What follows belongs to an exercise in optimizing a design on an open flow for small area and a short achievable clock period; a production flow would make more cautious choices.
Function was not checked in any run shown here: the RTL went through the layout flow alone.

==> flow/design.v (outline; a module is shown in full before it is edited, if it fits) <==
// module IEEE754_Mult: 1145 lines
// module fa: 4 lines
module IEEE754_Mult
(
	input clock,
	input resetn,
	input [31:0] a,
	input [31:0] b,
	output [31:0] y
);
  // ...
==> flow/flow/run.sh <==
#!/bin/bash
set -euo pipefail
bash standard.sh SETUP_SLACK_MARGIN=7 TNS_END_PERCENT=1 "BUFFER_PORTS_ARGS=-buffer_cell sky130_fd_sc_hd__buf_2"  finish > standard.log 2>&1
==> flow/standard.sh <==
#!/bin/bash
# synth_recipe.tcl (not shown) runs the flow's synth.tcl, then flattens the netlist and writes it again
# the make line also repeats each setting of config.mk as NAME=value (left out here)
make -C /OpenROAD-flow-scripts/flow DESIGN_CONFIG=/design/flow/config.mk WORK_HOME=/design/flow/orfs CLKGATE_MAP_FILE= SYNTH_SCRIPT=/design/flow/synth_recipe.tcl "${@:-finish}"
==> flow/config.mk <==
export PLATFORM = sky130hd
export DESIGN_NAME = IEEE754_Mult
export DESIGN_NICKNAME = IEEE754_Mult
export VERILOG_FILES = /design/flow/design.v
export SDC_FILE = /design/flow/constraint.sdc
export NUM_CORES = 4
export LEC_CHECK = 0
export CAP_MARGIN = 20
export CORE_MARGIN = 2
export CORE_UTILIZATION = 40
export CTS_BUF_LIST = sky130_fd_sc_hd__clkbuf_8 sky130_fd_sc_hd__clkbuf_16
export SETUP_SLACK_MARGIN = 5
export SLEW_MARGIN = 20
export SYNTH_HIERARCHICAL = 1
==> flow/constraint.sdc <==
create_clock -name core_clock -period 11.0 [get_ports {clock}]
set_input_delay 2.2000 -clock core_clock [delete_from_list [all_inputs] [get_ports {clock}]]
set_output_delay 2.2000 -clock core_clock [all_outputs]
set_load 0.01 [all_outputs]
==> metrics.cfg, run 1 <==
[synthesis]
synthesis.nets=1965
yosysTopAreaCell=fa_1
synth-edff-count=0
synth_seq_area_share_pct=14.8
synth_adder_area_share_pct=39.0
ys_ff_latch=118

[clock_tree]
cts_resized=10
cts_tree=yes
cts_sinks=118
ctsHtreeMaxLevel=4

[status]
status=no timing/DRC/antenna violations

[critical_path]
crit_arrival_ns=2.62
cp.buffers_inverters=1
crit_start=bg0
worstReg2RegStart=ma[16]
path_cells=o21ai_1 -> o21a_2 -> nor3_4 -> a21oi_4 -> o21a_4 -> or4_1 -> a21oi_2 -> buf_2
r2r_slack_ns=6.30

[layout]
drive_above_1_share_pct=14.9
stdcell_count=2135
seqCellArea_um2=2370
post-route-util_pct=44.9
nClkBuffers=18
layout.nets=1999

[min_path]
hold_depth=0
hold_start=e1[6]

[job]
drv_cap=0

[global_route]
grt_use_met1_pct=31.5
antenna_found_initial=0
grt_overflow_total=0
busiest_layer=met2

[floorplanning]
rows=73

[sta]
tns_ns=0
max_freq_mhz=207
setup_viol=0
skew_ns=0.0209

[detailed_routing]
firstDrtPassIters=7

==> run 2, diff against run 1 <==
--- a/flow/design.v
+++ b/flow/design.v
@@ -357,113 +357,113 @@
 	wire c313 = ma[1] & 1'b1;
 	wire s314 = ma[2] ^ 1'b1;
 	wire c315 = ma[2] & 1'b1;
 	wire s316 = bo[8] ^ pp17;
 	wire c317 = bo[8] & pp17;
 	wire s318 = pp18 ^ pp42;
 	wire c319 = pp18 & pp42;
 	wire s320, c321;
-	fa us320 (.a(bo[9]), .b(pp19), .c(pp43), .s(s320), .co(c321));
+	fax us320 (.a(bo[9]), .b(pp19), .c(pp43), .s(s320), .co(c321));
 	wire s322 = pp67 ^ pp91;
 	wire c323 = pp67 & pp91;
 	wire s324, c325;
-	fa us324 (.a(pp20), .b(pp44), .c(pp68), .s(s324), .co(c325));
+	fax us324 (.a(pp20), .b(pp44), .c(pp68), .s(s324), .co(c325));
 	wire s326 = pp92 ^ pp116;
 	wire c327 = pp92 & pp116;
 	wire s328, c329;
-	fa us328 (.a(bo[10]), .b(pp21), .c(pp45), .s(s328), .co(c329));
+	fax us328 (.a(bo[10]), .b(pp21), .c(pp45), .s(s328), .co(c329));
 	wire s330, c331;
-	fa us330 (.a(pp69), .b(pp93), .c(pp117), .s(s330), .co(c331));
+	fax us330 (.a(pp69), .b(pp93), .c(pp117), .s(s330), .co(c331));
 	wire s332 = pp141 ^ pp165;
 	wire c333 = pp141 & pp165;
 	wire s334, c335;
-	fa us334 (.a(pp22), .b(pp46), .c(pp70), .s(s334), .co(c335));
+	fax us334 (.a(pp22), .b(pp46), .c(pp70), .s(s334), .co(c335));
 	wire s336, c337;
-	fa us336 (.a(pp94), .b(pp118), .c(pp142), .s(s336), .co(c337));
+	fax us336 (.a(pp94), .b(pp118), .c(pp142), .s(s336), .co(c337));
 	wire s338 = pp166 ^ pp190;
 	wire c339 = pp166 & pp190;
 	wire s340 = ~(pp23 ^ pp47);
 	wire c341 = pp23 | pp47;
 	wire s342, c343;
-	fa us342 (.a(pp71), .b(pp95), .c(pp119), .s(s342), .co(c343));
+	fax us342 (.a(pp71), .b(pp95), .c(pp119), .s(s342), .co(c343));
 	wire s344, c345;
-	fa us344 (.a(pp143), .b(pp167), .c(pp191), .s(s344), .co(c345));
+	fax us344 (.a(pp143), .b(pp167), .c(pp191), .s(s344), .co(c345));
 	wire s346 = pp215 ^ pp239;
 	wire c347 = pp215 & pp239;
 	wire s348, c349;
-	fa us348 (.a(pp24), .b(pp48), .c(pp72), .s(s348), .co(c349));
+	fax us348 (.a(pp24), .b(pp48), .c(pp72), .s(s348), .co(c349));
 	wire s350, c351;
-	fa us350 (.a(pp96), .b(pp120), .c(pp144), .s(s350), .co(c351));
+	fax us350 (.a(pp96), .b(pp120), .c(pp144), .s(s350), .co(c351));
 	wire s352, c353;
-	fa us352 (.a(pp168), .b(pp192), .c(pp216), .s(s352), .co(c353));
+	fax us352 (.a(pp168), .b(pp192), .c(pp216), .s(s352), .co(c353));
 	wire s354 = pp240 ^ pp264;
 	wire c355 = pp240 & pp264;
 	wire s356, c357;
-	fa us356 (.a(ma[0]), .b(pp25), .c(pp49), .s(s356), .co(c357));
+	fax us356 (.a(ma[0]), .b(pp25), .c(pp49), .s(s356), .co(c357));
 	wire s358, c359;
-	fa us358 (.a(pp73), .b(pp97), .c(pp121), .s(s358), .co(c359));
+	fax us358 (.a(pp73), .b(pp97), .c(pp121), .s(s358), .co(c359));
 	wire s360, c361;
-	fa us360 (.a(pp145), .b(pp169), .c(pp193), .s(s360), .co(c361));
+	fax us360 (.a(pp145), .b(pp169), .c(pp193), .s(s360), .co(c361));
 	wire s362, c363;
-	fa us362 (.a(pp217), .b(pp241), .c(pp265), .s(s362), .co(c363));
+	fax us362 (.a(pp217), .b(pp241), .c(pp265), .s(s362), .co(c363));
 	wire s364, c365;
-	fa us364 (.a(s312), .b(nn26), .c(pp50), .s(s364), .co(c365));
+	fax us364 (.a(s312), .b(nn26), .c(pp50), .s(s364), .co(c365));
 	wire s366, c367;
-	fa us366 (.a(pp74), .b(pp98), .c(pp122), .s(s366), .co(c367));
+	fax us366 (.a(pp74), .b(pp98), .c(pp122), .s(s366), .co(c367));
 	wire s368, c369;
-	fa us368 (.a(pp146), .b(pp170), .c(pp194), .s(s368), .co(c369));
+	fax us368 (.a(pp146), .b(pp170), .c(pp194), .s(s368), .co(c369));
 	wire s370, c371;
-	fa us370 (.a(pp218), .b(pp242), .c(pp266), .s(s370), .co(c371));
+	fax us370 (.a(pp218), .b(pp242), .c(pp266), .s(s370), .co(c371));
 	wire s372, c373;
-	fa us372 (.a(c313), .b(s314), .c(pp51), .s(s372), .co(c373));
+	fax us372 (.a(c313), .b(s314), .c(pp51), .s(s372), .co(c373));
 	wire s374, c375;
-	fa us374 (.a(pp75), .b(pp99), .c(pp123), .s(s374), .co(c375));
+	fax us374 (.a(pp75), .b(pp99), .c(pp123), .s(s374), .co(c375));
 	wire s376, c377;
-	fa us376 (.a(pp147), .b(pp171), .c(pp195), .s(s376), .co(c377));
+	fax us376 (.a(pp147), .b(pp171), .c(pp195), .s(s376), .co(c377));
 	wire s378, c379;
-	fa us378 (.a(pp219), .b(pp243), .c(pp267), .s(s378), .co(c379));
+	fax us378 (.a(pp219), .b(pp243), .c(pp267), .s(s378), .co(c379));
 	wire s380, c381;
-	fa us380 (.a(ma[3]), .b(c315), .c(nn52), .s(s380), .co(c381));
+	fax us380 (.a(ma[3]), .b(c315), .c(nn52), .s(s380), .co(c381));
 	wire s382, c383;
-	fa us382 (.a(pp76), .b(pp100), .c(pp124), .s(s382), .co(c383));
+	fax us382 (.a(pp76), .b(pp100), .c(pp124), .s(s382), .co(c383));
 	wire s384, c385;
-	fa us384 (.a(pp148), .b(pp172), .c(pp196), .s(s384), .co(c385));
+	fax us384 (.a(pp148), .b(pp172), .c(pp196), .s(s384), .co(c385));
 	wire s386, c387;
 	fa us386 (.a(pp220), .b(pp244), .c(pp268), .s(s386), .co(c387));
 	wire s388 = ~(ma[4] ^ pp77);
 	wire c389 = ma[4] | pp77;
 	wire s390, c391;
-	fa us390 (.a(pp101), .b(pp125), .c(pp149), .s(s390), .co(c391));
+	fax us390 (.a(pp101), .b(pp125), .c(pp149), .s(s390), .co(c391));
 	wire s392, c393;
-	fa us392 (.a(pp173), .b(pp197), .c(pp221), .s(s392), .co(c393));
+	fax us392 (.a(pp173), .b(pp197), .c(pp221), .s(s392), .co(c393));
 	wire s394 = pp245 ^ pp269;
 	wire c395 = pp245 & pp269;
 	wire s396, c397;
-	fa us396 (.a(ma[5]), .b(nn78), .c(pp102), .s(s396), .co(c397));
+	fax us396 (.a(ma[5]), .b(nn78), .c(pp102), .s(s396), .co(c397));
 	wire s398, c399;
-	fa us398 (.a(pp126), .b(pp150), .c(pp174), .s(s398), .co(c399));
+	fax us398 (.a(pp126), .b(pp150), .c(pp174), .s(s398), .co(c399));
 	wire s400, c401;
-	fa us400 (.a(pp198), .b(pp222), .c(pp246), .s(s400), .co(c401));
+	fax us400 (.a(pp198), .b(pp222), .c(pp246), .s(s400), .co(c401));
 	wire s402 = ~(ma[6] ^ pp103);
 	wire c403 = ma[6] | pp103;
 	wire s404, c405;
-	fa us404 (.a(pp127), .b(pp151), .c(pp175), .s(s404), .co(c405));
+	fax us404 (.a(pp127), .b(pp151), .c(pp175), .s(s404), .co(c405));
 	wire s406 = pp199 ^ pp223;
 	wire c407 = pp199 & pp223;
 	wire s408, c409;
-	fa us408 (.a(ma[7]), .b(nn104), .c(pp128), .s(s408), .co(c409));
+	fax us408 (.a(ma[7]), .b(nn104), .c(pp128), .s(s408), .co(c409));
 	wire s410, c411;
-	fa us410 (.a(pp152), .b(pp176), .c(pp200), .s(s410), .co(c411));
+	fax us410 (.a(pp152), .b(pp176), .c(pp200), .s(s410), .co(c411));
 	wire s412 = ~(ma[8] ^ pp129);
 	wire c413 = ma[8] | pp129;
 	wire s414 = pp153 ^ pp177;
 	wire c415 = pp153 & pp177;
 	wire s416, c417;
-	fa us416 (.a(ma[9]), .b(nn130), .c(pp154), .s(s416), .co(c417));
+	fax us416 (.a(ma[9]), .b(nn130), .c(pp154), .s(s416), .co(c417));
 	wire s418 = ma[10] ^ 1'b1;
 	wire c419 = ma[10] & 1'b1;
 	wire s420 = bo[5] ^ pp11;
 	wire c421 = bo[5] & pp11;
 	wire s422 = pp12 ^ pp36;
 	wire c423 = pp12 & pp36;
 	wire s424, c425;
 	fa us424 (.a(bo[6]), .b(pp13), .c(pp37), .s(s424), .co(c425));
@@ -475,145 +475,145 @@
 	wire c431 = pp86 & pp110;
 	wire s432, c433;
 	fa us432 (.a(bo[7]), .b(pp15), .c(pp39), .s(s432), .co(c433));
 	wire s434, c435;
 	fa us434 (.a(pp63), .b(pp87), .c(pp111), .s(s434), .co(c435));
 	wire s436 = pp135 ^ pp159;
 	wire c437 = pp135 & pp159;
 	wire s438, c439;
-	fa us438 (.a(pp16), .b(pp40), .c(pp64), .s(s438), .co(c439));
+	fax us438 (.a(pp16), .b(pp40), .c(pp64), .s(s438), .co(c439));
 	wire s440, c441;
 	fa us440 (.a(pp88), .b(pp112), .c(pp136), .s(s440), .co(c441));
 	wire s442 = pp160 ^ pp184;
 	wire c443 = pp160 & pp184;
 	wire s444, c445;
 	fa us444 (.a(pp41), .b(pp65), .c(pp89), .s(s444), .co(c445));
 	wire s446, c447;
 	fa us446 (.a(pp113), .b(pp137), .c(pp161), .s(s446), .co(c447));
 	wire s448, c449;
-	fa us448 (.a(pp185), .b(pp209), .c(s316), .s(s448), .co(c449));
+	fax us448 (.a(pp185), .b(pp209), .c(s316), .s(s448), .co(c449));
 	wire s450, c451;
 	fa us450 (.a(pp66), .b(pp90), .c(pp114), .s(s450), .co(c451));
 	wire s452, c453;
 	fa us452 (.a(pp138), .b(pp162), .c(pp186), .s(s452), .co(c453));
 	wire s454, c455;
-	fa us454 (.a(pp210), .b(c317), .c(s318), .s(s454), .co(c455));
+	fax us454 (.a(pp210), .b(c317), .c(s318), .s(s454), .co(c455));
 	wire s456, c457;
 	fa us456 (.a(pp115), .b(pp139), .c(pp163), .s(s456), .co(c457));
 	wire s458, c459;
 	fa us458 (.a(pp187), .b(pp211), .c(pp235), .s(s458), .co(c459));
 	wire s460, c461;
-	fa us460 (.a(c319), .b(s322), .c(s320), .s(s460), .co(c461));
+	fax us460 (.a(c319), .b(s322), .c(s320), .s(s460), .co(c461));
 	wire s462, c463;
 	fa us462 (.a(pp140), .b(pp164), .c(pp188), .s(s462), .co(c463));
 	wire s464, c465;
 	fa us464 (.a(pp212), .b(pp236), .c(c323), .s(s464), .co(c465));
 	wire s466, c467;
-	fa us466 (.a(s326), .b(c321), .c(s324), .s(s466), .co(c467));
+	fax us466 (.a(s326), .b(c321), .c(s324), .s(s466), .co(c467));
 	wire s468, c469;
 	fa us468 (.a(pp189), .b(pp213), .c(pp237), .s(s468), .co(c469));
 	wire s470, c471;
-	fa us470 (.a(pp261), .b(c327), .c(s332), .s(s470), .co(c471));
+	fax us470 (.a(pp261), .b(c327), .c(s332), .s(s470), .co(c471));
 	wire s472, c473;
-	fa us472 (.a(c325), .b(s328), .c(s330), .s(s472), .co(c473));
+	fax us472 (.a(c325), .b(s328), .c(s330), .s(s472), .co(c473));
 	wire s474, c475;
 	fa us474 (.a(pp214), .b(pp238), .c(pp262), .s(s474), .co(c475));
 	wire s476, c477;
-	fa us476 (.a(c333), .b(s338), .c(c329), .s(s476), .co(c477));
+	fax us476 (.a(c333), .b(s338), .c(c329), .s(s476), .co(c477));
 	wire s478, c479;
-	fa us478 (.a(c331), .b(s334), .c(s336), .s(s478), .co(c479));
+	fax us478 (.a(c331), .b(s334), .c(s336), .s(s478), .co(c479));
 	wire s480, c481;
 	fa us480 (.a(pp263), .b(pp287), .c(c339), .s(s480), .co(c481));
 	wire s482, c483;
-	fa us482 (.a(s346), .b(c335), .c(c337), .s(s482), .co(c483));
+	fax us482 (.a(s346), .b(c335), .c(c337), .s(s482), .co(c483));
 	wire s484, c485;
-	fa us484 (.a(s340), .b(s342), .c(s344), .s(s484), .co(c485));
+	fax us484 (.a(s340), .b(s342), .c(s344), .s(s484), .co(c485));
 	wire s486, c487;
-	fa us486 (.a(pp288), .b(c347), .c(s354), .s(s486), .co(c487));
+	fax us486 (.a(pp288), .b(c347), .c(s354), .s(s486), .co(c487));
 	wire s488, c489;
-	fa us488 (.a(c341), .b(c343), .c(c345), .s(s488), .co(c489));
+	fax us488 (.a(c341), .b(c343), .c(c345), .s(s488), .co(c489));
 	wire s490, c491;
-	fa us490 (.a(s348), .b(s350), .c(s352), .s(s490), .co(c491));
+	fax us490 (.a(s348), .b(s350), .c(s352), .s(s490), .co(c491));
 	wire s492, c493;
-	fa us492 (.a(pp289), .b(c355), .c(c349), .s(s492), .co(c493));
+	fax us492 (.a(pp289), .b(c355), .c(c349), .s(s492), .co(c493));
 	wire s494, c495;
-	fa us494 (.a(c351), .b(c353), .c(s356), .s(s494), .co(c495));
+	fax us494 (.a(c351), .b(c353), .c(s356), .s(s494), .co(c495));
 	wire s496, c497;
-	fa us496 (.a(s358), .b(s360), .c(s362), .s(s496), .co(c497));
+	fax us496 (.a(s358), .b(s360), .c(s362), .s(s496), .co(c497));
 	wire s498, c499;
-	fa us498 (.a(pp290), .b(c357), .c(c359), .s(s498), .co(c499));
+	fax us498 (.a(pp290), .b(c357), .c(c359), .s(s498), .co(c499));
 	wire s500, c501;
-	fa us500 (.a(c361), .b(c363), .c(s364), .s(s500), .co(c501));
+	fax us500 (.a(c361), .b(c363), .c(s364), .s(s500), .co(c501));
 	wire s502, c503;
-	fa us502 (.a(s366), .b(s368), .c(s370), .s(s502), .co(c503));
+	fax us502 (.a(s366), .b(s368), .c(s370), .s(s502), .co(c503));
 	wire s504, c505;
-	fa us504 (.a(pp291), .b(c365), .c(c367), .s(s504), .co(c505));
+	fax us504 (.a(pp291), .b(c365), .c(c367), .s(s504), .co(c505));
 	wire s506, c507;
-	fa us506 (.a(c369), .b(c371), .c(s372), .s(s506), .co(c507));
+	fax us506 (.a(c369), .b(c371), .c(s372), .s(s506), .co(c507));
 	wire s508, c509;
-	fa us508 (.a(s374), .b(s376), .c(s378), .s(s508), .co(c509));
+	fax us508 (.a(s374), .b(s376), .c(s378), .s(s508), .co(c509));
 	wire s510, c511;
-	fa us510 (.a(pp292), .b(s380), .c(c373), .s(s510), .co(c511));
+	fax us510 (.a(pp292), .b(s380), .c(c373), .s(s510), .co(c511));
 	wire s512, c513;
-	fa us512 (.a(c375), .b(c377), .c(c379), .s(s512), .co(c513));
+	fax us512 (.a(c375), .b(c377), .c(c379), .s(s512), .co(c513));
 	wire s514, c515;
-	fa us514 (.a(s382), .b(s384), .c(s386), .s(s514), .co(c515));
+	fax us514 (.a(s382), .b(s384), .c(s386), .s(s514), .co(c515));
 	wire s516, c517;
-	fa us516 (.a(pp293), .b(c381), .c(s394), .s(s516), .co(c517));
+	fax us516 (.a(pp293), .b(c381), .c(s394), .s(s516), .co(c517));
 	wire s518, c519;
-	fa us518 (.a(c383), .b(c385), .c(c387), .s(s518), .co(c519));
+	fax us518 (.a(c383), .b(c385), .c(c387), .s(s518), .co(c519));
 	wire s520, c521;
-	fa us520 (.a(s388), .b(s390), .c(s392), .s(s520), .co(c521));
+	fax us520 (.a(s388), .b(s390), .c(s392), .s(s520), .co(c521));
 	wire s522, c523;
 	fa us522 (.a(pp270), .b(pp294), .c(c395), .s(s522), .co(c523));
 	wire s524, c525;
-	fa us524 (.a(c389), .b(c391), .c(c393), .s(s524), .co(c525));
+	fax us524 (.a(c389), .b(c391), .c(c393), .s(s524), .co(c525));
 	wire s526, c527;
-	fa us526 (.a(s396), .b(s398), .c(s400), .s(s526), .co(c527));
+	fax us526 (.a(s396), .b(s398), .c(s400), .s(s526), .co(c527));
 	wire s528, c529;
 	fa us528 (.a(pp247), .b(pp271), .c(pp295), .s(s528), .co(c529));
 	wire s530, c531;
-	fa us530 (.a(s406), .b(c397), .c(c399), .s(s530), .co(c531));
+	fax us530 (.a(s406), .b(c397), .c(c399), .s(s530), .co(c531));
 	wire s532, c533;
-	fa us532 (.a(c401), .b(s402), .c(s404), .s(s532), .co(c533));
+	fax us532 (.a(c401), .b(s402), .c(s404), .s(s532), .co(c533));
 	wire s534, c535;
 	fa us534 (.a(pp224), .b(pp248), .c(pp272), .s(s534), .co(c535));
 	wire s536, c537;
 	fa us536 (.a(pp296), .b(c407), .c(c403), .s(s536), .co(c537));
 	wire s538, c539;
-	fa us538 (.a(c405), .b(s408), .c(s410), .s(s538), .co(c539));
+	fax us538 (.a(c405), .b(s408), .c(s410), .s(s538), .co(c539));
 	wire s540, c541;
 	fa us540 (.a(pp201), .b(pp225), .c(pp249), .s(s540), .co(c541));
 	wire s542, c543;
-	fa us542 (.a(pp273), .b(pp297), .c(s414), .s(s542), .co(c543));
+	fax us542 (.a(pp273), .b(pp297), .c(s414), .s(s542), .co(c543));
 	wire s544, c545;
-	fa us544 (.a(c409), .b(c411), .c(s412), .s(s544), .co(c545));
+	fax us544 (.a(c409), .b(c411), .c(s412), .s(s544), .co(c545));
 	wire s546, c547;
 	fa us546 (.a(pp178), .b(pp202), .c(pp226), .s(s546), .co(c547));
 	wire s548, c549;
 	fa us548 (.a(pp250), .b(pp274), .c(pp298), .s(s548), .co(c549));
 	wire s550, c551;
-	fa us550 (.a(c415), .b(c413), .c(s416), .s(s550), .co(c551));
+	fax us550 (.a(c415), .b(c413), .c(s416), .s(s550), .co(c551));
 	wire s552, c553;
 	fa us552 (.a(s418), .b(pp155), .c(pp179), .s(s552), .co(c553));
 	wire s554, c555;
 	fa us554 (.a(pp203), .b(pp227), .c(pp251), .s(s554), .co(c555));
 	wire s556, c557;
-	fa us556 (.a(pp275), .b(pp299), .c(c417), .s(s556), .co(c557));
+	fax us556 (.a(pp275), .b(pp299), .c(c417), .s(s556), .co(c557));
 	wire s558, c559;
 	fa us558 (.a(ma[11]), .b(c419), .c(nn156), .s(s558), .co(c559));
 	wire s560, c561;
 	fa us560 (.a(pp180), .b(pp204), .c(pp228), .s(s560), .co(c561));
 	wire s562, c563;
-	fa us562 (.a(pp252), .b(pp276), .c(pp300), .s(s562), .co(c563));
+	fax us562 (.a(pp252), .b(pp276), .c(pp300), .s(s562), .co(c563));
 	wire s564 = ~(ma[12] ^ pp181);
 	wire c565 = ma[12] | pp181;
 	wire s566, c567;
-	fa us566 (.a(pp205), .b(pp229), .c(pp253), .s(s566), .co(c567));
+	fax us566 (.a(pp205), .b(pp229), .c(pp253), .s(s566), .co(c567));
 	wire s568 = pp277 ^ pp301;
 	wire c569 = pp277 & pp301;
 	wire s570, c571;
 	fa us570 (.a(ma[13]), .b(nn182), .c(pp206), .s(s570), .co(c571));
 	wire s572, c573;
 	fa us572 (.a(pp230), .b(pp254), .c(pp278), .s(s572), .co(c573));
 	wire s574 = ~(ma[14] ^ pp207);
 	wire c575 = ma[14] | pp207;
@@ -653,101 +653,101 @@
 	fa us608 (.a(s430), .b(c425), .c(s428), .s(s608), .co(c609));
 	wire s610, c611;
 	fa us610 (.a(pp183), .b(c431), .c(s436), .s(s610), .co(c611));
 	wire s612, c613;
 	fa us612 (.a(c429), .b(s432), .c(s434), .s(s612), .co(c613));
 	wire s614, c615;
 	fa us614 (.a(c437), .b(s442), .c(c433), .s(s614), .co(c615));
 	wire s616, c617;
-	fa us616 (.a(c435), .b(s438), .c(s440), .s(s616), .co(c617));
+	fax us616 (.a(c435), .b(s438), .c(s440), .s(s616), .co(c617));
 	wire s618, c619;
 	fa us618 (.a(c443), .b(c439), .c(c441), .s(s618), .co(c619));
 	wire s620, c621;
-	fa us620 (.a(s444), .b(s446), .c(s448), .s(s620), .co(c621));
+	fax us620 (.a(s444), .b(s446), .c(s448), .s(s620), .co(c621));
 	wire s622, c623;
 	fa us622 (.a(c445), .b(c447), .c(s450), .s(s622), .co(c623));
 	wire s624, c625;
-	fa us624 (.a(s452), .b(c449), .c(s454), .s(s624), .co(c625));
+	fax us624 (.a(s452), .b(c449), .c(s454), .s(s624), .co(c625));
 	wire s626, c627;
 	fa us626 (.a(c451), .b(c453), .c(s456), .s(s626), .co(c627));
 	wire s628, c629;
-	fa us628 (.a(s458), .b(c455), .c(s460), .s(s628), .co(c629));
+	fax us628 (.a(s458), .b(c455), .c(s460), .s(s628), .co(c629));
 	wire s630, c631;
 	fa us630 (.a(c457), .b(c459), .c(s462), .s(s630), .co(c631));
 	wire s632, c633;
-	fa us632 (.a(s464), .b(c461), .c(s466), .s(s632), .co(c633));
+	fax us632 (.a(s464), .b(c461), .c(s466), .s(s632), .co(c633));
 	wire s634, c635;
 	fa us634 (.a(c463), .b(s468), .c(c465), .s(s634), .co(c635));
 	wire s636, c637;
-	fa us636 (.a(s470), .b(c467), .c(s472), .s(s636), .co(c637));
+	fax us636 (.a(s470), .b(c467), .c(s472), .s(s636), .co(c637));
 	wire s638, c639;
-	fa us638 (.a(c469), .b(s474), .c(c471), .s(s638), .co(c639));
+	fax us638 (.a(c469), .b(s474), .c(c471), .s(s638), .co(c639));
 	wire s640, c641;
-	fa us640 (.a(c473), .b(s476), .c(s478), .s(s640), .co(c641));
+	fax us640 (.a(c473), .b(s476), .c(s478), .s(s640), .co(c641));
 	wire s642, c643;
-	fa us642 (.a(c475), .b(s480), .c(c477), .s(s642), .co(c643));
+	fax us642 (.a(c475), .b(s480), .c(c477), .s(s642), .co(c643));
 	wire s644, c645;
-	fa us644 (.a(c479), .b(s482), .c(s484), .s(s644), .co(c645));
+	fax us644 (.a(c479), .b(s482), .c(s484), .s(s644), .co(c645));
 	wire s646, c647;
-	fa us646 (.a(c481), .b(s486), .c(c483), .s(s646), .co(c647));
+	fax us646 (.a(c481), .b(s486), .c(c483), .s(s646), .co(c647));
 	wire s648, c649;
-	fa us648 (.a(c485), .b(s488), .c(s490), .s(s648), .co(c649));
+	fax us648 (.a(c485), .b(s488), .c(s490), .s(s648), .co(c649));
 	wire s650, c651;
-	fa us650 (.a(c487), .b(c489), .c(c491), .s(s650), .co(c651));
+	fax us650 (.a(c487), .b(c489), .c(c491), .s(s650), .co(c651));
 	wire s652, c653;
-	fa us652 (.a(s492), .b(s494), .c(s496), .s(s652), .co(c653));
+	fax us652 (.a(s492), .b(s494), .c(s496), .s(s652), .co(c653));
 	wire s654, c655;
-	fa us654 (.a(c493), .b(c495), .c(c497), .s(s654), .co(c655));
+	fax us654 (.a(c493), .b(c495), .c(c497), .s(s654), .co(c655));
 	wire s656, c657;
-	fa us656 (.a(s498), .b(s500), .c(s502), .s(s656), .co(c657));
+	fax us656 (.a(s498), .b(s500), .c(s502), .s(s656), .co(c657));
 	wire s658, c659;
-	fa us658 (.a(c499), .b(c501), .c(c503), .s(s658), .co(c659));
+	fax us658 (.a(c499), .b(c501), .c(c503), .s(s658), .co(c659));
 	wire s660, c661;
-	fa us660 (.a(s504), .b(s506), .c(s508), .s(s660), .co(c661));
+	fax us660 (.a(s504), .b(s506), .c(s508), .s(s660), .co(c661));
 	wire s662, c663;
-	fa us662 (.a(c505), .b(c507), .c(c509), .s(s662), .co(c663));
+	fax us662 (.a(c505), .b(c507), .c(c509), .s(s662), .co(c663));
 	wire s664, c665;
-	fa us664 (.a(s510), .b(s512), .c(s514), .s(s664), .co(c665));
+	fax us664 (.a(s510), .b(s512), .c(s514), .s(s664), .co(c665));
 	wire s666, c667;
-	fa us666 (.a(s516), .b(c511), .c(c513), .s(s666), .co(c667));
+	fax us666 (.a(s516), .b(c511), .c(c513), .s(s666), .co(c667));
 	wire s668, c669;
-	fa us668 (.a(c515), .b(s518), .c(s520), .s(s668), .co(c669));
+	fax us668 (.a(c515), .b(s518), .c(s520), .s(s668), .co(c669));
 	wire s670, c671;
-	fa us670 (.a(c517), .b(s522), .c(c519), .s(s670), .co(c671));
+	fax us670 (.a(c517), .b(s522), .c(c519), .s(s670), .co(c671));
 	wire s672, c673;
-	fa us672 (.a(c521), .b(s524), .c(s526), .s(s672), .co(c673));
+	fax us672 (.a(c521), .b(s524), .c(s526), .s(s672), .co(c673));
 	wire s674, c675;
-	fa us674 (.a(s528), .b(c523), .c(c525), .s(s674), .co(c675));
+	fax us674 (.a(s528), .b(c523), .c(c525), .s(s674), .co(c675));
 	wire s676, c677;
 	fa us676 (.a(c527), .b(s530), .c(s532), .s(s676), .co(c677));
 	wire s678, c679;
-	fa us678 (.a(c529), .b(s534), .c(c531), .s(s678), .co(c679));
+	fax us678 (.a(c529), .b(s534), .c(c531), .s(s678), .co(c679));
 	wire s680, c681;
-	fa us680 (.a(c533), .b(s536), .c(s538), .s(s680), .co(c681));
+	fax us680 (.a(c533), .b(s536), .c(s538), .s(s680), .co(c681));
 	wire s682, c683;
-	fa us682 (.a(c535), .b(s540), .c(s542), .s(s682), .co(c683));
+	fax us682 (.a(c535), .b(s540), .c(s542), .s(s682), .co(c683));
 	wire s684, c685;
-	fa us684 (.a(c537), .b(c539), .c(s544), .s(s684), .co(c685));
+	fax us684 (.a(c537), .b(c539), .c(s544), .s(s684), .co(c685));
 	wire s686, c687;
 	fa us686 (.a(c541), .b(s546), .c(s548), .s(s686), .co(c687));
 	wire s688, c689;
-	fa us688 (.a(c543), .b(c545), .c(s550), .s(s688), .co(c689));
+	fax us688 (.a(c543), .b(c545), .c(s550), .s(s688), .co(c689));
 	wire s690, c691;
 	fa us690 (.a(c547), .b(c549), .c(s552), .s(s690), .co(c691));
 	wire s692, c693;
 	fa us692 (.a(s554), .b(c551), .c(s556), .s(s692), .co(c693));
 	wire s694, c695;
 	fa us694 (.a(s558), .b(c553), .c(c555), .s(s694), .co(c695));
 	wire s696, c697;
-	fa us696 (.a(s560), .b(s562), .c(c557), .s(s696), .co(c697));
+	fax us696 (.a(s560), .b(s562), .c(c557), .s(s696), .co(c697));
 	wire s698, c699;
 	fa us698 (.a(c559), .b(s568), .c(c561), .s(s698), .co(c699));
 	wire s700, c701;
-	fa us700 (.a(c563), .b(s564), .c(s566), .s(s700), .co(c701));
+	fax us700 (.a(c563), .b(s564), .c(s566), .s(s700), .co(c701));
 	wire s702, c703;
 	fa us702 (.a(pp302), .b(c569), .c(c565), .s(s702), .co(c703));
 	wire s704, c705;
 	fa us704 (.a(c567), .b(s570), .c(s572), .s(s704), .co(c705));
 	wire s706, c707;
 	fa us706 (.a(pp279), .b(pp303), .c(s576), .s(s706), .co(c707));
 	wire s708, c709;
 	fa us708 (.a(c571), .b(c573), .c(s574), .s(s708), .co(c709));
@@ -791,57 +791,57 @@
 	fa us746 (.a(c599), .b(s602), .c(c601), .s(s746), .co(c747));
 	wire s748, c749;
 	fa us748 (.a(c603), .b(s606), .c(c605), .s(s748), .co(c749));
 	wire s750, c751;
 	fa us750 (.a(c607), .b(s610), .c(c609), .s(s750), .co(c751));
 	wire s752, c753;
 	fa us752 (.a(c611), .b(c613), .c(s614), .s(s752), .co(c753));
 	wire s754, c755;
-	fa us754 (.a(c615), .b(c617), .c(s618), .s(s754), .co(c755));
+	fax us754 (.a(c615), .b(c617), .c(s618), .s(s754), .co(c755));
 	wire s756, c757;
-	fa us756 (.a(c619), .b(s622), .c(c621), .s(s756), .co(c757));
+	fax us756 (.a(c619), .b(s622), .c(c621), .s(s756), .co(c757));
 	wire s758, c759;
-	fa us758 (.a(c623), .b(s626), .c(c625), .s(s758), .co(c759));
+	fax us758 (.a(c623), .b(s626), .c(c625), .s(s758), .co(c759));
 	wire s760, c761;
-	fa us760 (.a(c627), .b(s630), .c(c629), .s(s760), .co(c761));
+	fax us760 (.a(c627), .b(s630), .c(c629), .s(s760), .co(c761));
 	wire s762, c763;
-	fa us762 (.a(c631), .b(s634), .c(c633), .s(s762), .co(c763));
+	fax us762 (.a(c631), .b(s634), .c(c633), .s(s762), .co(c763));
 	wire s764, c765;
-	fa us764 (.a(c635), .b(s638), .c(c637), .s(s764), .co(c765));
+	fax us764 (.a(c635), .b(s638), .c(c637), .s(s764), .co(c765));
 	wire s766, c767;
-	fa us766 (.a(c639), .b(s642), .c(c641), .s(s766), .co(c767));
+	fax us766 (.a(c639), .b(s642), .c(c641), .s(s766), .co(c767));
 	wire s768, c769;
-	fa us768 (.a(c643), .b(s646), .c(c645), .s(s768), .co(c769));
+	fax us768 (.a(c643), .b(s646), .c(c645), .s(s768), .co(c769));
 	wire s770, c771;
-	fa us770 (.a(c647), .b(c649), .c(s650), .s(s770), .co(c771));
+	fax us770 (.a(c647), .b(c649), .c(s650), .s(s770), .co(c771));
 	wire s772, c773;
-	fa us772 (.a(c651), .b(c653), .c(s654), .s(s772), .co(c773));
+	fax us772 (.a(c651), .b(c653), .c(s654), .s(s772), .co(c773));
 	wire s774, c775;
-	fa us774 (.a(c655), .b(c657), .c(s658), .s(s774), .co(c775));
+	fax us774 (.a(c655), .b(c657), .c(s658), .s(s774), .co(c775));
 	wire s776, c777;
-	fa us776 (.a(c659), .b(c661), .c(s662), .s(s776), .co(c777));
+	fax us776 (.a(c659), .b(c661), .c(s662), .s(s776), .co(c777));
 	wire s778, c779;
-	fa us778 (.a(s666), .b(c663), .c(c665), .s(s778), .co(c779));
+	fax us778 (.a(s666), .b(c663), .c(c665), .s(s778), .co(c779));
 	wire s780, c781;
-	fa us780 (.a(c667), .b(s670), .c(c669), .s(s780), .co(c781));
+	fax us780 (.a(c667), .b(s670), .c(c669), .s(s780), .co(c781));
 	wire s782, c783;
-	fa us782 (.a(c671), .b(s674), .c(c673), .s(s782), .co(c783));
+	fax us782 (.a(c671), .b(s674), .c(c673), .s(s782), .co(c783));
 	wire s784, c785;
-	fa us784 (.a(c675), .b(s678), .c(c677), .s(s784), .co(c785));
+	fax us784 (.a(c675), .b(s678), .c(c677), .s(s784), .co(c785));
 	wire s786, c787;
-	fa us786 (.a(c679), .b(s682), .c(c681), .s(s786), .co(c787));
+	fax us786 (.a(c679), .b(s682), .c(c681), .s(s786), .co(c787));
 	wire s788, c789;
-	fa us788 (.a(s686), .b(c683), .c(c685), .s(s788), .co(c789));
+	fax us788 (.a(s686), .b(c683), .c(c685), .s(s788), .co(c789));
 	wire s790, c791;
-	fa us790 (.a(c687), .b(s690), .c(c689), .s(s790), .co(c791));
+	fax us790 (.a(c687), .b(s690), .c(c689), .s(s790), .co(c791));
 	wire s792, c793;
-	fa us792 (.a(c691), .b(s694), .c(s696), .s(s792), .co(c793));
+	fax us792 (.a(c691), .b(s694), .c(s696), .s(s792), .co(c793));
 	wire s794, c795;
-	fa us794 (.a(c695), .b(s698), .c(s700), .s(s794), .co(c795));
+	fax us794 (.a(c695), .b(s698), .c(s700), .s(s794), .co(c795));
 	wire s796, c797;
 	fa us796 (.a(c699), .b(c701), .c(s702), .s(s796), .co(c797));
 	wire s798, c799;
 	fa us798 (.a(s706), .b(c703), .c(c705), .s(s798), .co(c799));
 	wire s800, c801;
 	fa us800 (.a(s710), .b(c707), .c(c709), .s(s800), .co(c801));
 	wire s802, c803;
 	fa us802 (.a(c711), .b(s714), .c(c713), .s(s802), .co(c803));
@@ -881,57 +881,57 @@
 	fa us836 (.a(s604), .b(c745), .c(s746), .s(s836), .co(c837));
 	wire s838, c839;
 	fa us838 (.a(s608), .b(c747), .c(s748), .s(s838), .co(c839));
 	wire s840, c841;
 	fa us840 (.a(s612), .b(c749), .c(s750), .s(s840), .co(c841));
 	wire s842, c843;
 	fa us842 (.a(s616), .b(c751), .c(s752), .s(s842), .co(c843));
 	wire s844, c845;
-	fa us844 (.a(s620), .b(c753), .c(s754), .s(s844), .co(c845));
+	fax us844 (.a(s620), .b(c753), .c(s754), .s(s844), .co(c845));
 	wire s846, c847;
-	fa us846 (.a(s624), .b(c755), .c(s756), .s(s846), .co(c847));
+	fax us846 (.a(s624), .b(c755), .c(s756), .s(s846), .co(c847));
 	wire s848, c849;
-	fa us848 (.a(s628), .b(c757), .c(s758), .s(s848), .co(c849));
+	fax us848 (.a(s628), .b(c757), .c(s758), .s(s848), .co(c849));
 	wire s850, c851;
-	fa us850 (.a(s632), .b(c759), .c(s760), .s(s850), .co(c851));
+	fax us850 (.a(s632), .b(c759), .c(s760), .s(s850), .co(c851));
 	wire s852, c853;
-	fa us852 (.a(s636), .b(c761), .c(s762), .s(s852), .co(c853));
+	fax us852 (.a(s636), .b(c761), .c(s762), .s(s852), .co(c853));
 	wire s854, c855;
-	fa us854 (.a(s640), .b(c763), .c(s764), .s(s854), .co(c855));
+	fax us854 (.a(s640), .b(c763), .c(s764), .s(s854), .co(c855));
 	wire s856, c857;
-	fa us856 (.a(s644), .b(c765), .c(s766), .s(s856), .co(c857));
+	fax us856 (.a(s644), .b(c765), .c(s766), .s(s856), .co(c857));
 	wire s858, c859;
-	fa us858 (.a(s648), .b(c767), .c(s768), .s(s858), .co(c859));
+	fax us858 (.a(s648), .b(c767), .c(s768), .s(s858), .co(c859));
 	wire s860, c861;
-	fa us860 (.a(s652), .b(c769), .c(s770), .s(s860), .co(c861));
+	fax us860 (.a(s652), .b(c769), .c(s770), .s(s860), .co(c861));
 	wire s862, c863;
-	fa us862 (.a(s656), .b(c771), .c(s772), .s(s862), .co(c863));
+	fax us862 (.a(s656), .b(c771), .c(s772), .s(s862), .co(c863));
 	wire s864, c865;
-	fa us864 (.a(s660), .b(c773), .c(s774), .s(s864), .co(c865));
+	fax us864 (.a(s660), .b(c773), .c(s774), .s(s864), .co(c865));
 	wire s866, c867;
-	fa us866 (.a(s664), .b(c775), .c(s776), .s(s866), .co(c867));
+	fax us866 (.a(s664), .b(c775), .c(s776), .s(s866), .co(c867));
 	wire s868, c869;
-	fa us868 (.a(s668), .b(c777), .c(s778), .s(s868), .co(c869));
+	fax us868 (.a(s668), .b(c777), .c(s778), .s(s868), .co(c869));
 	wire s870, c871;
-	fa us870 (.a(s672), .b(c779), .c(s780), .s(s870), .co(c871));
+	fax us870 (.a(s672), .b(c779), .c(s780), .s(s870), .co(c871));
 	wire s872, c873;
-	fa us872 (.a(s676), .b(c781), .c(s782), .s(s872), .co(c873));
+	fax us872 (.a(s676), .b(c781), .c(s782), .s(s872), .co(c873));
 	wire s874, c875;
-	fa us874 (.a(s680), .b(c783), .c(s784), .s(s874), .co(c875));
+	fax us874 (.a(s680), .b(c783), .c(s784), .s(s874), .co(c875));
 	wire s876, c877;
-	fa us876 (.a(s684), .b(c785), .c(s786), .s(s876), .co(c877));
+	fax us876 (.a(s684), .b(c785), .c(s786), .s(s876), .co(c877));
 	wire s878, c879;
-	fa us878 (.a(s688), .b(c787), .c(s788), .s(s878), .co(c879));
+	fax us878 (.a(s688), .b(c787), .c(s788), .s(s878), .co(c879));
 	wire s880, c881;
-	fa us880 (.a(s692), .b(c789), .c(s790), .s(s880), .co(c881));
+	fax us880 (.a(s692), .b(c789), .c(s790), .s(s880), .co(c881));
 	wire s882, c883;
-	fa us882 (.a(c693), .b(c791), .c(s792), .s(s882), .co(c883));
+	fax us882 (.a(c693), .b(c791), .c(s792), .s(s882), .co(c883));
 	wire s884, c885;
-	fa us884 (.a(c697), .b(s794), .c(c793), .s(s884), .co(c885));
+	fax us884 (.a(c697), .b(s794), .c(c793), .s(s884), .co(c885));
 	wire s886, c887;
 	fa us886 (.a(s704), .b(c795), .c(s796), .s(s886), .co(c887));
 	wire s888, c889;
 	fa us888 (.a(s708), .b(c797), .c(s798), .s(s888), .co(c889));
 	wire s890, c891;
 	fa us890 (.a(s712), .b(c799), .c(s800), .s(s890), .co(c891));
 	wire s892, c893;
 	fa us892 (.a(s716), .b(c801), .c(s802), .s(s892), .co(c893));
@@ -943,207 +943,110 @@
 	fa us898 (.a(s726), .b(c807), .c(s808), .s(s898), .co(c899));
 	wire s900, c901;
 	fa us900 (.a(c727), .b(s810), .c(c809), .s(s900), .co(c901));
 	wire s902, c903;
 	fa us902 (.a(pp310), .b(s812), .c(c811), .s(s902), .co(c903));
 	wire s904, c905;
 	fa us904 (.a(s814), .b(pp311), .c(c813), .s(s904), .co(c905));
 	wire s906 = ~c815;
-	wire [22:0] lo_x = {c855, c853, c851, c849, c847, c845, c843, c841, c839, c837, c835, c833, c831, c829, c827, c825, c823, c821, c819, c817, s816, pp2, bo[0]};
-	wire [22:0] lo_y = {s856, s854, s852, s850, s848, s846, s844, s842, s840, s838, s836, s834, s832, s830, s828, s826, s824, s822, s820, s818, pp27, 1'b0, pp1};
-	wire [22:0] lo_g = lo_x & lo_y;
-	wire [22:0] lo_t = lo_x | lo_y;
-	wire lG908 = lo_g[1] | (lo_t[1] & lo_g[0]);
-	wire lG909 = lo_g[3] | (lo_t[3] & lo_g[2]);
-	wire lT910 = lo_t[3] & lo_t[2];
-	wire lG911 = lo_g[5] | (lo_t[5] & lo_g[4]);
-	wire lT912 = lo_t[5] & lo_t[4];
-	wire lG913 = lo_g[7] | (lo_t[7] & lo_g[6]);
-	wire lT914 = lo_t[7] & lo_t[6];
-	wire lG915 = lo_g[9] | (lo_t[9] & lo_g[8]);
-	wire lT916 = lo_t[9] & lo_t[8];
-	wire lG917 = lo_g[11] | (lo_t[11] & lo_g[10]);
-	wire lT918 = lo_t[11] & lo_t[10];
-	wire lG919 = lo_g[13] | (lo_t[13] & lo_g[12]);
-	wire lT920 = lo_t[13] & lo_t[12];
-	wire lG921 = lo_g[15] | (lo_t[15] & lo_g[14]);
-	wire lT922 = lo_t[15] & lo_t[14];
-	wire lG923 = lo_g[17] | (lo_t[17] & lo_g[16]);
-	wire lT924 = lo_t[17] & lo_t[16];
-	wire lG925 = lo_g[19] | (lo_t[19] & lo_g[18]);
-	wire lT926 = lo_t[19] & lo_t[18];
-	wire lG927 = lo_g[21] | (lo_t[21] & lo_g[20]);
-	wire lT928 = lo_t[21] & lo_t[20];
-	wire lG929 = lo_g[2] | (lo_t[2] & lG908);
-	wire lG930 = lG909 | (lT910 & lG908);
-	wire lG931 = lo_g[6] | (lo_t[6] & lG911);
-	wire lT932 = lo_t[6] & lT912;
-	wire lG933 = lG913 | (lT914 & lG911);
-	wire lT934 = lT914 & lT912;
-	wire lG935 = lo_g[10] | (lo_t[10] & lG915);
-	wire lT936 = lo_t[10] & lT916;
-	wire lG937 = lG917 | (lT918 & lG915);
-	wire lT938 = lT918 & lT916;
-	wire lG939 = lo_g[14] | (lo_t[14] & lG919);
-	wire lT940 = lo_t[14] & lT920;
-	wire lG941 = lG921 | (lT922 & lG919);
-	wire lT942 = lT922 & lT920;
-	wire lG943 = lo_g[18] | (lo_t[18] & lG923);
-	wire lT944 = lo_t[18] & lT924;
-	wire lG945 = lG925 | (lT926 & lG923);
-	wire lT946 = lT926 & lT924;
-	wire lG947 = lo_g[22] | (lo_t[22] & lG927);
-	wire lT948 = lo_t[22] & lT928;
-	wire lG949 = lo_g[4] | (lo_t[4] & lG930);
-	wire lG950 = lG911 | (lT912 & lG930);
-	wire lG951 = lG931 | (lT932 & lG930);
-	wire lG952 = lG933 | (lT934 & lG930);
-	wire lG953 = lo_g[12] | (lo_t[12] & lG937);
-	wire lT954 = lo_t[12] & lT938;
-	wire lG955 = lG919 | (lT920 & lG937);
-	wire lT956 = lT920 & lT938;
-	wire lG957 = lG939 | (lT940 & lG937);
-	wire lT958 = lT940 & lT938;
-	wire lG959 = lG941 | (lT942 & lG937);
-	wire lT960 = lT942 & lT938;
-	wire lG961 = lo_g[20] | (lo_t[20] & lG945);
-	wire lT962 = lo_t[20] & lT946;
-	wire lG963 = lG927 | (lT928 & lG945);
-	wire lT964 = lT928 & lT946;
-	wire lG965 = lG947 | (lT948 & lG945);
-	wire lT966 = lT948 & lT946;
-	wire lG967 = lo_g[8] | (lo_t[8] & lG952);
-	wire lG968 = lG915 | (lT916 & lG952);
-	wire lG969 = lG935 | (lT936 & lG952);
-	wire lG970 = lG937 | (lT938 & lG952);
-	wire lG971 = lG953 | (lT954 & lG952);
-	wire lG972 = lG955 | (lT956 & lG952);
-	wire lG973 = lG957 | (lT958 & lG952);
-	wire lG974 = lG959 | (lT960 & lG952);
-	wire lG975 = lo_g[16] | (lo_t[16] & lG974);
-	wire lG976 = lG923 | (lT924 & lG974);
-	wire lG977 = lG943 | (lT944 & lG974);
-	wire lG978 = lG945 | (lT946 & lG974);
-	wire lG979 = lG961 | (lT962 & lG974);
-	wire lG980 = lG963 | (lT964 & lG974);
-	wire lG981 = lG965 | (lT966 & lG974);
-	wire lG982 = lo_g[16] | (lo_t[16] & lG941);
-	wire lT983 = lo_t[16] & lT942;
-	wire lG984 = lG923 | (lT924 & lG941);
-	wire lT985 = lT924 & lT942;
-	wire lG986 = lG943 | (lT944 & lG941);
-	wire lT987 = lT944 & lT942;
-	wire lG988 = lG945 | (lT946 & lG941);
-	wire lT989 = lT946 & lT942;
-	wire lG990 = lo_g[20] | (lo_t[20] & lG988);
-	wire lT991 = lo_t[20] & lT989;
-	wire lG992 = lG927 | (lT928 & lG988);
-	wire lT993 = lT928 & lT989;
-	wire lG994 = lG947 | (lT948 & lG988);
-	wire lT995 = lT948 & lT989;
-	wire [4:0] b0_s = {1'b0, c863, c861, c859, c857} + {1'b0, s864, s862, s860, s858};
-	wire [4:0] b1_s = {1'b0, c871, c869, c867, c865} + {1'b0, s872, s870, s868, s866};
-	wire [4:0] b2_s = {1'b0, c879, c877, c875, c873} + {1'b0, s880, s878, s876, s874};
-	wire [4:0] b3_s = {1'b0, c887, c885, c883, c881} + {1'b0, s888, s886, s884, s882};
-	wire [4:0] b4_s = {1'b0, c895, c893, c891, c889} + {1'b0, s896, s894, s892, s890};
-	wire [4:0] b5_s = {1'b0, c903, c901, c899, c897} + {1'b0, s904, s902, s900, s898};
-	wire [1:0] b6_s = {1'b0, c905} + {1'b0, s906};
+	wire [12:0] l0_s = {1'b0, c833, c831, c829, c827, c825, c823, c821, c819, c817, s816, pp2, bo[0]} + {1'b0, s834, s832, s830, s828, s826, s824, s822, s820, s818, pp27, 1'b0, pp1};
+	wire [11:0] l1_s = {1'b0, c855, c853, c851, c849, c847, c845, c843, c841, c839, c837, c835} + {1'b0, s856, s854, s852, s850, s848, s846, s844, s842, s840, s838, s836};
+	wire l1_ones = &({c855, c853, c851, c849, c847, c845, c843, c841, c839, c837, c835} ^ {s856, s854, s852, s850, s848, s846, s844, s842, s840, s838, s836});
+	wire [5:0] b0_s = {1'b0, c865, c863, c861, c859, c857} + {1'b0, s866, s864, s862, s860, s858};
+	wire [5:0] b1_s = {1'b0, c875, c873, c871, c869, c867} + {1'b0, s876, s874, s872, s870, s868};
+	wire [5:0] b2_s = {1'b0, c885, c883, c881, c879, c877} + {1'b0, s886, s884, s882, s880, s878};
+	wire [5:0] b3_s = {1'b0, c895, c893, c891, c889, c887} + {1'b0, s896, s894, s892, s890, s888};
+	wire [5:0] b4_s = {1'b0, c905, c903, c901, c899, c897} + {1'b0, s906, s904, s902, s900, s898};
 	reg        z2, s2;
 	reg [7:0]  e2;
 	reg lg0, lg1, lp1;
-	reg [3:0] bs0;
+	reg [4:0] bs0;
 	reg bg0;
 	reg bp0;
-	reg [3:0] bs1;
+	reg [4:0] bs1;
 	reg bg1;
 	reg bp1;
-	reg [3:0] bs2;
+	reg [4:0] bs2;
 	reg bg2;
 	reg bp2;
-	reg [3:0] bs3;
+	reg [4:0] bs3;
 	reg bg3;
 	reg bp3;
-	reg [3:0] bs4;
-	reg bg4;
-	reg bp4;
-	reg [3:0] bs5;
-	reg bg5;
-	reg bp5;
-	reg [0:0] bs6;
+	reg [4:0] bs4;
 	always @(posedge clock) begin
 		z2 <= !resetn || z1;
 		s2 <= s1;
 		e2 <= e1;
-		lg0 <= lG970;
-		lg1 <= lG994;
-		lp1 <= lT995;
-		bs0 <= b0_s[3:0];
-		bg0 <= b0_s[4];
-		bp0 <= &({c863, c861, c859, c857} ^ {s864, s862, s860, s858});
-		bs1 <= b1_s[3:0];
-		bg1 <= b1_s[4];
-		bp1 <= &({c871, c869, c867, c865} ^ {s872, s870, s868, s866});
-		bs2 <= b2_s[3:0];
-		bg2 <= b2_s[4];
-		bp2 <= &({c879, c877, c875, c873} ^ {s880, s878, s876, s874});
-		bs3 <= b3_s[3:0];
-		bg3 <= b3_s[4];
-		bp3 <= &({c887, c885, c883, c881} ^ {s888, s886, s884, s882});
-		bs4 <= b4_s[3:0];
-		bg4 <= b4_s[4];
-		bp4 <= &({c895, c893, c891, c889} ^ {s896, s894, s892, s890});
-		bs5 <= b5_s[3:0];
-		bg5 <= b5_s[4];
-		bp5 <= &({c903, c901, c899, c897} ^ {s904, s902, s900, s898});
-		bs6 <= b6_s[0:0];
+		lg0 <= l0_s[12];
+		lg1 <= l1_s[11];
+		lp1 <= l1_ones;
+		bs0 <= b0_s[4:0];
+		bg0 <= b0_s[5];
+		bp0 <= &({c865, c863, c861, c859, c857} ^ {s866, s864, s862, s860, s858});
+		bs1 <= b1_s[4:0];
+		bg1 <= b1_s[5];
+		bp1 <= &({c875, c873, c871, c869, c867} ^ {s876, s874, s872, s870, s868});
+		bs2 <= b2_s[4:0];
+		bg2 <= b2_s[5];
+		bp2 <= &({c885, c883, c881, c879, c877} ^ {s886, s884, s882, s880, s878});
+		bs3 <= b3_s[4:0];
+		bg3 <= b3_s[5];
+		bp3 <= &({c895, c893, c891, c889, c887} ^ {s896, s894, s892, s890, s888});
+		bs4 <= b4_s[4:0];
 	end
 	wire cb0 = lg1 | (lp1 & lg0);
-	wire [3:0] bi0 = bs0 + 4'd1;
+	wire [4:0] bi0 = bs0 + 5'd1;
 	wire r0_0 = cb0 ? bi0[0] : bs0[0];
 	wire r0_1 = cb0 ? bi0[1] : bs0[1];
 	wire r0_2 = cb0 ? bi0[2] : bs0[2];
 	wire r0_3 = cb0 ? bi0[3] : bs0[3];
+	wire r0_4 = cb0 ? bi0[4] : bs0[4];
 	wire cb1 = bg0 | (cb0 & bp0);
-	wire [3:0] bi1 = bs1 + 4'd1;
+	wire [4:0] bi1 = bs1 + 5'd1;
 	wire r1_0 = cb1 ? bi1[0] : bs1[0];
 	wire r1_1 = cb1 ? bi1[1] : bs1[1];
 	wire r1_2 = cb1 ? bi1[2] : bs1[2];
 	wire r1_3 = cb1 ? bi1[3] : bs1[3];
+	wire r1_4 = cb1 ? bi1[4] : bs1[4];
 	wire cb2 = bg1 | (cb1 & bp1);
-	wire [3:0] bi2 = bs2 + 4'd1;
+	wire [4:0] bi2 = bs2 + 5'd1;
 	wire r2_0 = cb2 ? bi2[0] : bs2[0];
 	wire r2_1 = cb2 ? bi2[1] : bs2[1];
 	wire r2_2 = cb2 ? bi2[2] : bs2[2];
 	wire r2_3 = cb2 ? bi2[3] : bs2[3];
+	wire r2_4 = cb2 ? bi2[4] : bs2[4];
 	wire cb3 = bg2 | (cb2 & bp2);
-	wire [3:0] bi3 = bs3 + 4'd1;
+	wire [4:0] bi3 = bs3 + 5'd1;
 	wire r3_0 = cb3 ? bi3[0] : bs3[0];
 	wire r3_1 = cb3 ? bi3[1] : bs3[1];
 	wire r3_2 = cb3 ? bi3[2] : bs3[2];
 	wire r3_3 = cb3 ? bi3[3] : bs3[3];
+	wire r3_4 = cb3 ? bi3[4] : bs3[4];
 	wire cb4 = bg3 | (cb3 & bp3);
-	wire [3:0] bi4 = bs4 + 4'd1;
+	wire [4:0] bi4 = bs4 + 5'd1;
 	wire r4_0 = cb4 ? bi4[0] : bs4[0];
 	wire r4_1 = cb4 ? bi4[1] : bs4[1];
 	wire r4_2 = cb4 ? bi4[2] : bs4[2];
 	wire r4_3 = cb4 ? bi4[3] : bs4[3];
-	wire cb5 = bg4 | (cb4 & bp4);
-	wire [3:0] bi5 = bs5 + 4'd1;
-	wire r5_0 = cb5 ? bi5[0] : bs5[0];
-	wire r5_1 = cb5 ? bi5[1] : bs5[1];
-	wire r5_2 = cb5 ? bi5[2] : bs5[2];
-	wire r5_3 = cb5 ? bi5[3] : bs5[3];
-	wire cb6 = bg5 | (cb5 & bp5);
-	wire [0:0] bi6 = bs6 + 1'd1;
-	wire r6_0 = cb6 ? bi6[0] : bs6[0];
-	wire [24:0] m2 = {r6_0, r5_3, r5_2, r5_1, r5_0, r4_3, r4_2, r4_1, r4_0, r3_3, r3_2, r3_1, r3_0, r2_3, r2_2, r2_1, r2_0, r1_3, r1_2, r1_1, r1_0, r0_3, r0_2, r0_1, r0_0};
+	wire r4_4 = cb4 ? bi4[4] : bs4[4];
+	wire [24:0] m2 = {r4_4, r4_3, r4_2, r4_1, r4_0, r3_4, r3_3, r3_2, r3_1, r3_0, r2_4, r2_3, r2_2, r2_1, r2_0, r1_4, r1_3, r1_2, r1_1, r1_0, r0_4, r0_3, r0_2, r0_1, r0_0};
 	wire [7:0]  e2p1 = e2 + 8'd1;
-	wire        sh = m2[24] & ~z2;
-	wire        nsh = ~m2[24] & ~z2;
-	wire [7:0]  ey = ({8{sh}} & e2p1) | ({8{nsh}} & e2);
-	wire [22:0] my = ({23{sh}} & m2[23:1]) | ({23{nsh}} & m2[22:0]);
-	assign y = {s2 & ~z2, ey, my};
+	wire [7:0]  ey = m2[24] ? e2p1 : e2;
+	wire [22:0] my = m2[24] ? m2[23:1] : m2[22:0];
+	assign y = z2 ? 32'h00000000 : {s2, ey, my};
 endmodule
 module fa (input a, input b, input c, output s, output co);
 	assign s = a ^ b ^ c;
 	assign co = (a & b) | (a & c) | (b & c);
 endmodule
+module fax (input a, input b, input c, output s, output co);
+	wire t;
+	x2 u0 (.a(a), .b(b), .y(t));
+	x2 u1 (.a(t), .b(c), .y(s));
+	ao22 u2 (.a(a), .b(b), .c(t), .d(c), .y(co));
+endmodule
+module x2 (input a, input b, output y);
+	assign y = a ^ b;
+endmodule
+module ao22 (input a, input b, input c, input d, output y);
+	assign y = (a & b) | (c & d);
+endmodule
==> flow/config.mk (replaced) <==
export PLATFORM = sky130hd
export DESIGN_NAME = IEEE754_Mult
export DESIGN_NICKNAME = IEEE754_Mult
export VERILOG_FILES = /design/flow/design.v
export SDC_FILE = /design/flow/constraint.sdc
export NUM_CORES = 4
export LEC_CHECK = 0
export CAP_MARGIN = 20
export CORE_MARGIN = 2
export CORE_UTILIZATION = 40
export CTS_BUF_LIST = sky130_fd_sc_hd__clkbuf_4 sky130_fd_sc_hd__clkbuf_8
export SETUP_SLACK_MARGIN = 5
export SLEW_MARGIN = 20
export SYNTH_HIERARCHICAL = 1
==> run 2 against run 1 <==
Compared with the run above: largest cell class unchanged; critical path type unchanged; highest routed layer unchanged; critical path depth is 1 higher; critical endpoint is now y[26]; final cell count is 15% higher; first-iteration DRC count is 8.3% higher.
==> metrics.cfg, run 2 <==
[status]
status=no timing/DRC/antenna violations

[global_route]
grt_pass1_vias=14825
grt_overflow_total=0  ; unchanged
grt_use_met3_pct=4.37
antenna_found_initial=0  ; unchanged
met2_usage_pct=37.4
grt_pass1_wl_mm=82.9
busiest_layer=met2
grt_use_met1_pct=33.2  ; +1.7 points
grt_use_total_pct=24.0
grt_max_degree=41

[job]
drv_cap=0  ; unchanged

[layout]
final_common_cell=xor2_1
layout-area-overhead-vs-synth_pct=9.76
regMostFlops=ma
drive_above_1_share_pct=12.1  ; -2.8 points
reg_top3=ma: 23 flops, one: 12 flops, two: 12 flops
largest_reg_flops=23
most-common-layout-cells=xor2_1 (326), xnor2_1 (298), a22oi_1 (263), a22o_1 (149), fa_1 (113)
layout.nets=2181  ; +9.1%

[synthesis]
synth_top_family_by_area=XOR/XNOR gates
synthFlopType=dfxtp_1
syn-cell-area_um2=17100
yosys.area_share.simple_pct=5.36
synth-edff-count=0  ; unchanged
yosysMostFrequentCell=xor2_1
syn_avg_cell_area_um2=9.11
synth_warnings=7
ys_async_sr_fraction_pct=0
post-synth-top-area-fraction_pct=16.7
synth_compound_area_share_pct=23.8
synthCells=1880
synthTopCellsByCount=xor2_1 (326), xnor2_1 (299), a22oi_1 (263), a22o_1 (149), clkbuf_1 (125)
yosysTopAreaCell=xor2_1
synth_adder_area_share_pct=20.1  ; -19 points
yosysUniqueCellTypes=54
synth_xor_area_share_pct=32.1
synthesis.nets=2153  ; +9.6%
synth_seq_area_share_pct=13.3  ; -1.4 points
synth_mux_area_share_pct=0.322
ys_ff_latch=114  ; -3.4%
synth.area.top_cells=xor2_1 (17%), xnor2_1 (15%), dfxtp_1 (13%)

[clock_tree]
clk_pin_slew_ns=0.10
cts_root_buf=clkbuf_8
clock_latency_ns=0.47
clockBufferDepth=2
postCtsHoldBufs=0
cts_tree=yes
ctsHtreeMaxLevel=4  ; unchanged
cts_sinks=114  ; -3.4%
cts_buffers=17

[sta]
tns_ns=0  ; unchanged
setup_viol=0  ; unchanged
period_share_pct=42.8
holdWs_ns=0.323
hold_violations=0
slew_headroom_pct=51.4
tightestPinTransition_ns=0.729
skew_ns=0.0343  ; +0.0134 ns
drv_slew=0
max_freq_mhz=212  ; +2.4%
fin_crit_ns=4.71
rsz0062_at_grt=true

[detailed_routing]
vias=14613
detail-route-antenna-nets=0
drt_wl_total_mm=53.0
wire_per_inst_um=21.6
firstDrtPassIters=6  ; -1
drc_errors=0
dr.first_iter.drc_count=1433
viasPerCell=5.94

[placed_design]
finalWeightedCongestion=0.903
hpwl_mm=35.8
port_buffers=97

[critical_path]
path_cells=a211oi_4 -> o21ai_2 -> o211ai_4 -> xor2_4 -> buf_12 -> buf_8 -> or3_4 -> a21oi_2 -> buf_2
critPathLaunchType=register
cp_max_fo=5
path_class=reg -> out
crit_slowest_cell=dfxtp_4
critPathCaptureType=output port
crit_arrival_ns=2.51  ; -0.11 ns
critPathRequiredTime_ns=8.80
cpPeakStageDelay_ns=0.38

[floorplanning]
die_y_um=211
io_pins=98
die_width_um=211
die_area_um2=44500
start_util_pct=40.6
rows=75  ; +2.7%
core_um2=42100

[min_path]
hold_path.class=reg -> reg

==> run 2: logic make-up (layout without fill, tap and decap cells) <==
logic type / count (synthesis) / count (layout)
buf+inv: 221 / 260
simple gates: 173 / 173
compound gates: 534 / 534
fa+ha+maj: 207 / 207
other cells: 0 / 1
flops: 114 / 114
mux: 5 / 5
xor+xnor: 626 / 627
==> run 2: per-stage QoR <==
stage | instances | setup WS, ns | instance area, um2 | utilization (%)
final | 2460 | 6.29 | 18800 | 44.6
after detailed placement | 2416 | 6.10 | 18100 | 42.9
after floorplan | 1880 | 6.88 | 17100 | -
after global placement | 2416 | 6.09 | 18100 | 42.9
after global routing | 2459 | 6.16 | 18800 | 44.6
after CTS | 2459 | 6.25 | 18700 | 44.5
==> run 2: modules after synthesis, one instance, submodules excluded, excerpt <==
module	flops+latches	times used	area, um2
fa	0	107	20.0
x2	0	298	8.76
ao22	0	149	8.76
IEEE754_Mult	114	1	11100
==> run 2: worst max-delay path, delay by kind of cell, from the launching register on <==
kind                   cells  cell delay (ns)
buffers and inverters      3             0.45
AND/OR/NAND/NOR            1             0.36
AO/OA/AOI/OAI              4             0.69
XOR/XNOR                   1             0.15
flip-flops                 1             0.38
==> run 2: path summary, 6_finish.rpt <==
kind	slack, ns	end	cells past startpoint	start
worst max register to register	6.53	bs1[4]	19	one[5]
worst min-delay path	0.32	e2[4]	0	e1[4]
worst max-delay path	6.29	y[26]	9	lp1
worst min register to register	0.32	e2[4]	0	e1[4]
==> run 2: area by class of cell <==
cell class | count | area, um2
Clock inverter | 13 | 130
Sequential cell | 114 | 2320
Inverter | 72 | 270
Timing Repair Buffer | 157 | 1030
Fill cell | 4018 | 23300
Tap cell | 539 | 674
Clock buffer | 18 | 248
Multi-Input combinational cell | 1546 | 14100
Antenna cell | 1 | 2.50
==> run 2: routing by layer <==
layer	share of wire, %	vias up
met5	0	-
met4	2.7	0
met3	8.8	105
met2	44	672
met1	44	7120
li1	-	6716
==> run 2: timing repair <==
item / CTS / global route
endpoints found under the setup margin: 59 / 59
setup buffers: 9 / 0
pin swaps: 14 / 3
gates resized for setup: 29 / 18
cloned: 3 / 0
endpoints found under the hold margin: 0 / 0

-- re-timing with driven ports --
Ports are ideal in the flow. The routed layouts listed here were re-timed in OpenROAD.
Step 1 assumes that a clkbuf_16 drives the clock port and a buf_2 every other input.
Step 2 times the ports against the registers' clock, not the clock port: input delays grow and output delays shrink by t, the midpoint of the rising clock arrivals with the driver on.
Three values: ideal ports, drivers, drivers and shift; two values: the first two.
run	t (ns)	setup WS [ns]	worst slew at a driven data input, ns
run 1	0.489	6.179 / 6.125 / 6.298	0.03
run 2	0.500	6.294 / 6.249 / 6.533	0.06
After both steps setup and hold are still met in every run listed.
